Source: an optimization exercise on an open RTL-to-GDS flow (aim: small area and a short achievable clock period). Production flows keep margins and buffers that such runs may drop.
RTL that was checked went through simulation tests only; none was proved equivalent to the original.
Power is estimated from default activity; no workload was simulated.

build 20:
// operator
module operator (
    input logic rst,
    input logic clk,
    input logic [31:0] reg_addr,
    input logic [31:0] reg_wr_data,
    input logic reg_wr,
    input logic [31:0] a,
    input logic [31:0] b,
    input logic [31:0] c,
    output logic [63:0] z
);
    logic neg_b;
    logic neg_c;
    registers ireg(
        .clk(clk),
        .rst(rst),
        .reg_addr(reg_addr),
        .reg_wr_data(reg_wr_data),
        .reg_wr(reg_wr),
        .neg_b(neg_b),
        .neg_c(neg_c));
    calculate ical(
        .clk(clk),
        .rst(rst),
        .a(a),
        .b(b),
        .c(c),
        .neg_b(neg_b),
        .neg_c(neg_c),
        .z(z));
endmodule
export LEC_CHECK = 0
export ABC_CLOCK_PERIOD_IN_PS = 2000
export CAP_MARGIN = 20
export CORE_MARGIN = 2
export CORE_UTILIZATION = 60
export CTS_BUF_LIST = sky130_fd_sc_hd__clkbuf_4 sky130_fd_sc_hd__clkbuf_8
export CTS_CLUSTER_DIAMETER = 60
export CTS_CLUSTER_SIZE = 30
export SETUP_SLACK_MARGIN = 3.6
export SLEW_MARGIN = 20
create_clock -name core_clock -period 6.0 [get_ports {clk}]
standard.sh (not shown) runs the stock make flow with config.mk's settings and CLKGATE_MAP_FILE= SYNTH_SCRIPT=/design/flow/synth_recipe.tcl, a recipe that flattens the netlist after the stock synthesis.
==> flow/flow/run.sh <==
#!/bin/bash
# Standard ORFS layout, except that the port buffers are small plain buffers
# (buffer_ports otherwise picks a large delay cell for every port).
set -euo pipefail
W=$(pwd)
bash standard.sh synth > "$W/make_synth.log" 2>&1
export BUFFER_PORTS_ARGS="-buffer_cell sky130_fd_sc_hd__buf_1"
bash standard.sh > "$W/make_layout.log" 2>&1
Build 20 closes out successfully: all stages finished, all timing, DRC and antenna checks passed.
The inputs of build 78 differ from those of build 20 as listed below.
diff --git a/flow/config.mk b/flow/config.mk
--- a/flow/config.mk
+++ b/flow/config.mk
@@ -11,5 +11,2 @@
 export CORE_UTILIZATION = 60
-export CTS_BUF_LIST = sky130_fd_sc_hd__clkbuf_4 sky130_fd_sc_hd__clkbuf_8
-export CTS_CLUSTER_DIAMETER = 60
-export CTS_CLUSTER_SIZE = 30
 export SETUP_SLACK_MARGIN = 3.6
### Flow results
- Build 78 vs build 20 — top achievable clock speed dropped 1.7%.
- Build 78 vs. build 20: worst path required time shrank by 1.53 ns, final critical-path required period grew by 0.041 ns, sequential cell area held steady.
- Build 78 vs build 20: worst hold slack across all endpoints up
Input changes introduced in build 75 (baseline for comparison: build 78):
==> flow/run.sh (new file) <==
#!/bin/bash
# synth_recipe.tcl (not shown) runs the flow's synth.tcl, then flattens the netlist and writes it again
# the make line also repeats each setting of config.mk as NAME=value (left out here)
make -C /OpenROAD-flow-scripts/flow DESIGN_CONFIG=/design/flow/config.mk WORK_HOME=/design/flow/orfs CLKGATE_MAP_FILE= SYNTH_SCRIPT=/design/flow/synth_recipe.tcl finish
diff --git a/flow/config.mk b/flow/config.mk
--- a/flow/config.mk
+++ b/flow/config.mk
@@ -7,7 +7,6 @@
 export LEC_CHECK = 0
-export ABC_CLOCK_PERIOD_IN_PS = 2000
 export CAP_MARGIN = 20
 export CORE_MARGIN = 2
-export CORE_UTILIZATION = 60
-export SETUP_SLACK_MARGIN = 3.6
+export CORE_UTILIZATION = 40
+export SETUP_SLACK_MARGIN = 4.0
 export SLEW_MARGIN = 20
removed: flow/flow/run.sh
removed: flow/standard.sh
[summary]
- Sort build 75 and build 78 by ratio of total power to cell area, ascending, and build 75 comes first.
- Diff build 78 -> build 75: die outline width now sits higher; vertical die dimension now sits higher; sequential share of layout area now sits lower; synthesis-to-layout area growth now sits higher.
- Switching fraction of total power was higher in build 78 than in build 75.
- Build 78 → build 75: number of cells on the worst hold path held steady; total track usage shrank by 8.3 points.
### build 75 -> build 87
diff --git a/flow/config.mk b/flow/config.mk
--- a/flow/config.mk
+++ b/flow/config.mk
@@ -10,3 +10,2 @@
 export CORE_UTILIZATION = 40
-export SETUP_SLACK_MARGIN = 4.0
 export SLEW_MARGIN = 20
Results
Compared build 87 vs build 75, and stage delay of the slowest cell on the critical path is up in build 87.
For residual antenna-violating net count after detailed routing, build 75 and build 87 come out practically identical.
Against build 75, build 87 comes in 3.7 points lower on combinational fraction of design power.
Build 75 → build 87: sequential share of layout area rose by 3.0 points; area taken by flip-flops and latches decreased by 1.3% relative to the old numbers; total wire length fell about 11%; setup slack now sits lower.
No functional check of the RTL was part of any run of this note.

* * *

operator, a different RTL version from the one above (not shown whole).
Size: roughly 620 cells after synthesis, about 150 flip-flops, roughly 230 I/O pins, about 6800 µm² of cells after synthesis.
clock: 6.0 ns
lec_check: 0
abc_clock_period_in_ps: 1000
cap_margin: 20
core_margin: 2
core_utilization: 60
cts_buf_list: sky130_fd_sc_hd__clkbuf_4 sky130_fd_sc_hd__clkbuf_8
cts_cluster_diameter: 60
cts_cluster_size: 30
setup_slack_margin: 3.6
slew_margin: 20
==> flow/flow/run.sh <==
#!/bin/bash
# Standard ORFS layout, except that:
#  - the port buffers are small plain buffers (buffer_ports otherwise picks a
#    large delay cell for every port);
#  - the clock tree uses fewer, larger sink clusters and no dummy loads.
set -euo pipefail
W=$(pwd)
bash standard.sh synth > "$W/make_synth.log" 2>&1
export BUFFER_PORTS_ARGS="-buffer_cell sky130_fd_sc_hd__buf_1"
export CTS_ARGS="-sink_clustering_enable -repair_clock_nets -sink_clustering_size 30 -sink_clustering_max_diameter 60 -buf_list {sky130_fd_sc_hd__clkbuf_4 sky130_fd_sc_hd__clkbuf_8} -dont_use_dummy_load"
bash standard.sh > "$W/make_layout.log" 2>&1
Then changed:
==> flow/flow/run.sh (replaced) <==
#!/bin/bash
# Standard ORFS layout, except that the port buffers are small plain buffers
# (buffer_ports otherwise picks a large delay cell for every port).
set -euo pipefail
W=$(pwd)
bash standard.sh synth > "$W/make_synth.log" 2>&1
export BUFFER_PORTS_ARGS="-buffer_cell sky130_fd_sc_hd__buf_1"
bash standard.sh > "$W/make_layout.log" 2>&1
- SETUP_SLACK_MARGIN: 3.6 -> 3.95
The changed run ran to the end with no violations.
Wire length climbs by 52%.
Maximum frequency climbs by 3.9%.
Clock skew drops by 0.016 ns.
Final area rose by 24%.
Then changed:
==> flow/flow/run.sh (replaced) <==
#!/bin/bash
# Standard ORFS layout, except that:
#  - the port buffers are small plain buffers (buffer_ports otherwise picks a
#    large delay cell for every port);
#  - the clock tree uses fewer, larger sink clusters and no dummy loads.
set -euo pipefail
W=$(pwd)
bash standard.sh synth > "$W/make_synth.log" 2>&1
export BUFFER_PORTS_ARGS="-buffer_cell sky130_fd_sc_hd__buf_1"
export CTS_ARGS="-sink_clustering_enable -repair_clock_nets -sink_clustering_size 80 -sink_clustering_max_diameter 150 -buf_list {sky130_fd_sc_hd__clkbuf_4 sky130_fd_sc_hd__clkbuf_8} -dont_use_dummy_load"
bash standard.sh > "$W/make_layout.log" 2>&1
- SETUP_SLACK_MARGIN: 3.95 -> 3.6
- total power falls by 17%
- routed wire length falls by 34%
- cell area falls by 19%
- hold slack is worse by 0.0063 ns
- via count falls by 10%
- clock skew rises by 0.016 ns
Then changed:
==> flow/flow/run.sh (replaced) <==
#!/bin/bash
# Standard ORFS layout, except that:
#  - the port buffers are small plain buffers (buffer_ports otherwise picks a
#    large delay cell for every port);
#  - the clock tree uses fewer, larger sink clusters and no dummy loads.
set -euo pipefail
W=$(pwd)
bash standard.sh synth > "$W/make_synth.log" 2>&1
export BUFFER_PORTS_ARGS="-buffer_cell sky130_fd_sc_hd__buf_1"
export CTS_ARGS="-sink_clustering_enable -repair_clock_nets -sink_clustering_size 40 -sink_clustering_max_diameter 100 -buf_list {sky130_fd_sc_hd__clkbuf_8 sky130_fd_sc_hd__clkbuf_16} -dont_use_dummy_load"
bash standard.sh > "$W/make_layout.log" 2>&1
Effect: The changed run went through all stages and came out clean; clock-buffer cell count is unchanged; clock skew falls by 0.010 ns; fmax goes down by 4.1%; cell count stays the same; final area rises by about 2.4%; clock power goes up by about 50%.

* * *

== run 1 ==
operator with an RTL version that a note above also has.
For scale: ~600 cells after synthesis, about 140 flip-flops, about 230 I/O pins, ~6600 µm² of cells after synthesis.
Design operator, start of the top module:
module operator (
    input logic rst,
    input logic clk,
    input logic [31:0] reg_addr,
    input logic [31:0] reg_wr_data,
    input logic reg_wr,
    input logic [31:0] a,
    input logic [31:0] b,
    input logic [31:0] c,
    output logic [63:0] z
);
==> flow/config.mk <==
export PLATFORM = sky130hd
export DESIGN_NAME = operator
export DESIGN_NICKNAME = operator
export VERILOG_FILES = /design/flow/design.v
export SDC_FILE = /design/flow/constraint.sdc
export NUM_CORES = 4
export LEC_CHECK = 0
export ABC_CLOCK_PERIOD_IN_PS = 2000
export CAP_MARGIN = 20
export CORE_MARGIN = 2
export CORE_UTILIZATION = 60
export SETUP_SLACK_MARGIN = 3.6
export SLEW_MARGIN = 20
==> flow/constraint.sdc <==
create_clock -name core_clock -period 6.0 [get_ports {clk}]
set_input_delay 1.2000 -clock core_clock [delete_from_list [all_inputs] [get_ports {clk}]]
set_output_delay 1.2000 -clock core_clock [all_outputs]
set_load 0.01 [all_outputs]
run.sh (not shown) runs the stock make flow with config.mk's settings and CLKGATE_MAP_FILE= SYNTH_SCRIPT=/design/flow/synth_recipe.tcl, a recipe that flattens the netlist after the stock synthesis.
Stock flow here: none of the scripts above is used.
#### Input delta (run 2 over run 1)
==> flow/flow/run.sh (new file) <==
#!/bin/bash
# Standard ORFS layout, except that the port buffers are small plain buffers
# (buffer_ports otherwise picks a large delay cell for every port).
set -euo pipefail
W=$(pwd)
bash standard.sh synth > "$W/make_synth.log" 2>&1
export DONT_BUFFER_PORTS=1
export PRE_GLOBAL_PLACE_TCL="$W/flow/port_buffers.tcl"
bash standard.sh > "$W/make_layout.log" 2>&1
==> flow/flow/port_buffers.tcl (new file) <==
# Buffer every input and output port, as the standard flow does, with plain buffers.
puts "Perform port buffering with plain buffers..."
buffer_ports -inputs -buffer_cell sky130_fd_sc_hd__buf_1
buffer_ports -outputs -buffer_cell sky130_fd_sc_hd__buf_2
==> flow/standard.sh (new file) <==
#!/bin/bash
# synth_recipe.tcl (not shown) runs the flow's synth.tcl, then flattens the netlist and writes it again
# the make line also repeats each setting of config.mk as NAME=value (left out here)
make -C /OpenROAD-flow-scripts/flow DESIGN_CONFIG=/design/flow/config.mk WORK_HOME=/design/flow/orfs CLKGATE_MAP_FILE= SYNTH_SCRIPT=/design/flow/synth_recipe.tcl "${@:-finish}"
removed: flow/run.sh
==> comparison <==
Max number of vias per cell after detailed routing across run 1 and run 2: run 2
Delta (run 2 minus run 1): data arrival at the endpoint of the critical path rose 0.22 ns; sequential cell area fraction in the yosys report neither gained nor lost much; flip-flop and latch area now sits at about the same level; combinational power decreased 18%.
When run 2 is measured against run 1, its iteration-0 DRC count of the detailed router turns out about 40% lower.
Per the comparison of run 2 with run 1, ratio of final minimum period to clock period increased 3.8 points, non-clock buffer count -201.
> inputs changed (run 2 -> run 3)
- CTS_CLUSTER_DIAMETER newly set to 60
- CTS_BUF_LIST newly set to sky130_fd_sc_hd__clkbuf_4 sky130_fd_sc_hd__clkbuf_8
- SETUP_SLACK_MARGIN changed from 3.6 to 4.0
- CTS_CLUSTER_SIZE newly set to 30
==> flow/flow/run.sh <==
#!/bin/bash
# Standard ORFS layout, except that the port buffers are small plain buffers
# (buffer_ports otherwise picks a large delay cell for every port).
set -euo pipefail
W=$(pwd)
bash standard.sh synth > "$W/make_synth.log" 2>&1
export BUFFER_PORTS_ARGS="-buffer_cell sky130_fd_sc_hd__buf_1"
bash standard.sh > "$W/make_layout.log" 2>&1
removed: flow/flow/port_buffers.tcl
==> comparison <==
Capture point of the critical path: ical.x2[34] -> run 3, z[54] -> run 2. Via count of the first global-routing pass ends up higher on run 3. Summary of run 3 over run 2: part of the total power dissipated in the clock network lower, critical path depth went up, global-route usage increased 0.86 points.
No functional check of the RTL was part of any run of this note.

[what the ideal ports hide]
How much do the figures lean on ideal ports? The routed layouts below were timed once more, with nothing changed but the port constraints.
Step 1, drivers: a clkbuf_16 drives clk and a buf_2 each remaining input, both assumed.
Step 2 moves the port delays by t, midway between the first and last clock arrival at a register: inputs arrive t later, outputs are due t later. That takes back most of the time a late clock gives input paths.
Slacks: ideal ports / drivers / drivers and shift; pairs: ideal ports / drivers.
run | shift t [ns] | setup slack, ns | cell pins on the clock port's net
build 20 | 0.468 | 3.612 / 3.612 / 3.188 | 1
build 78 | 0.556 | 3.571 / 3.536 / 3.048 | 1
build 75 | 0.450 | 3.604 / 3.562 / 3.311 | 1
build 87 | 0.446 | 2.884 / 2.847 / 2.895 | 1
the first run of note 2 | 0.439 | 3.756 / 3.751 / 3.425 | 1
the second run of note 2 | 0.465 | 3.840 / 3.806 / 3.365 | 1
the third run of note 2 | 0.439 | 3.756 / 3.751 / 3.425 | 1
the fourth run of note 2 | 0.433 | 3.661 / 3.661 / 3.426 | 1
run 1 | 0.552 | 3.554 / 3.519 / 3.127 | 1
run 2 | 0.565 | 3.328 / 3.293 / 3.184 | 1
run 3 | 0.473 | 3.525 / 3.525 / 3.280 | 1
After both steps every run listed still meets setup and hold. The setup slack of build 78, which loses most, moves by -0.035 ns with the drivers and by -0.523 ns with both steps.
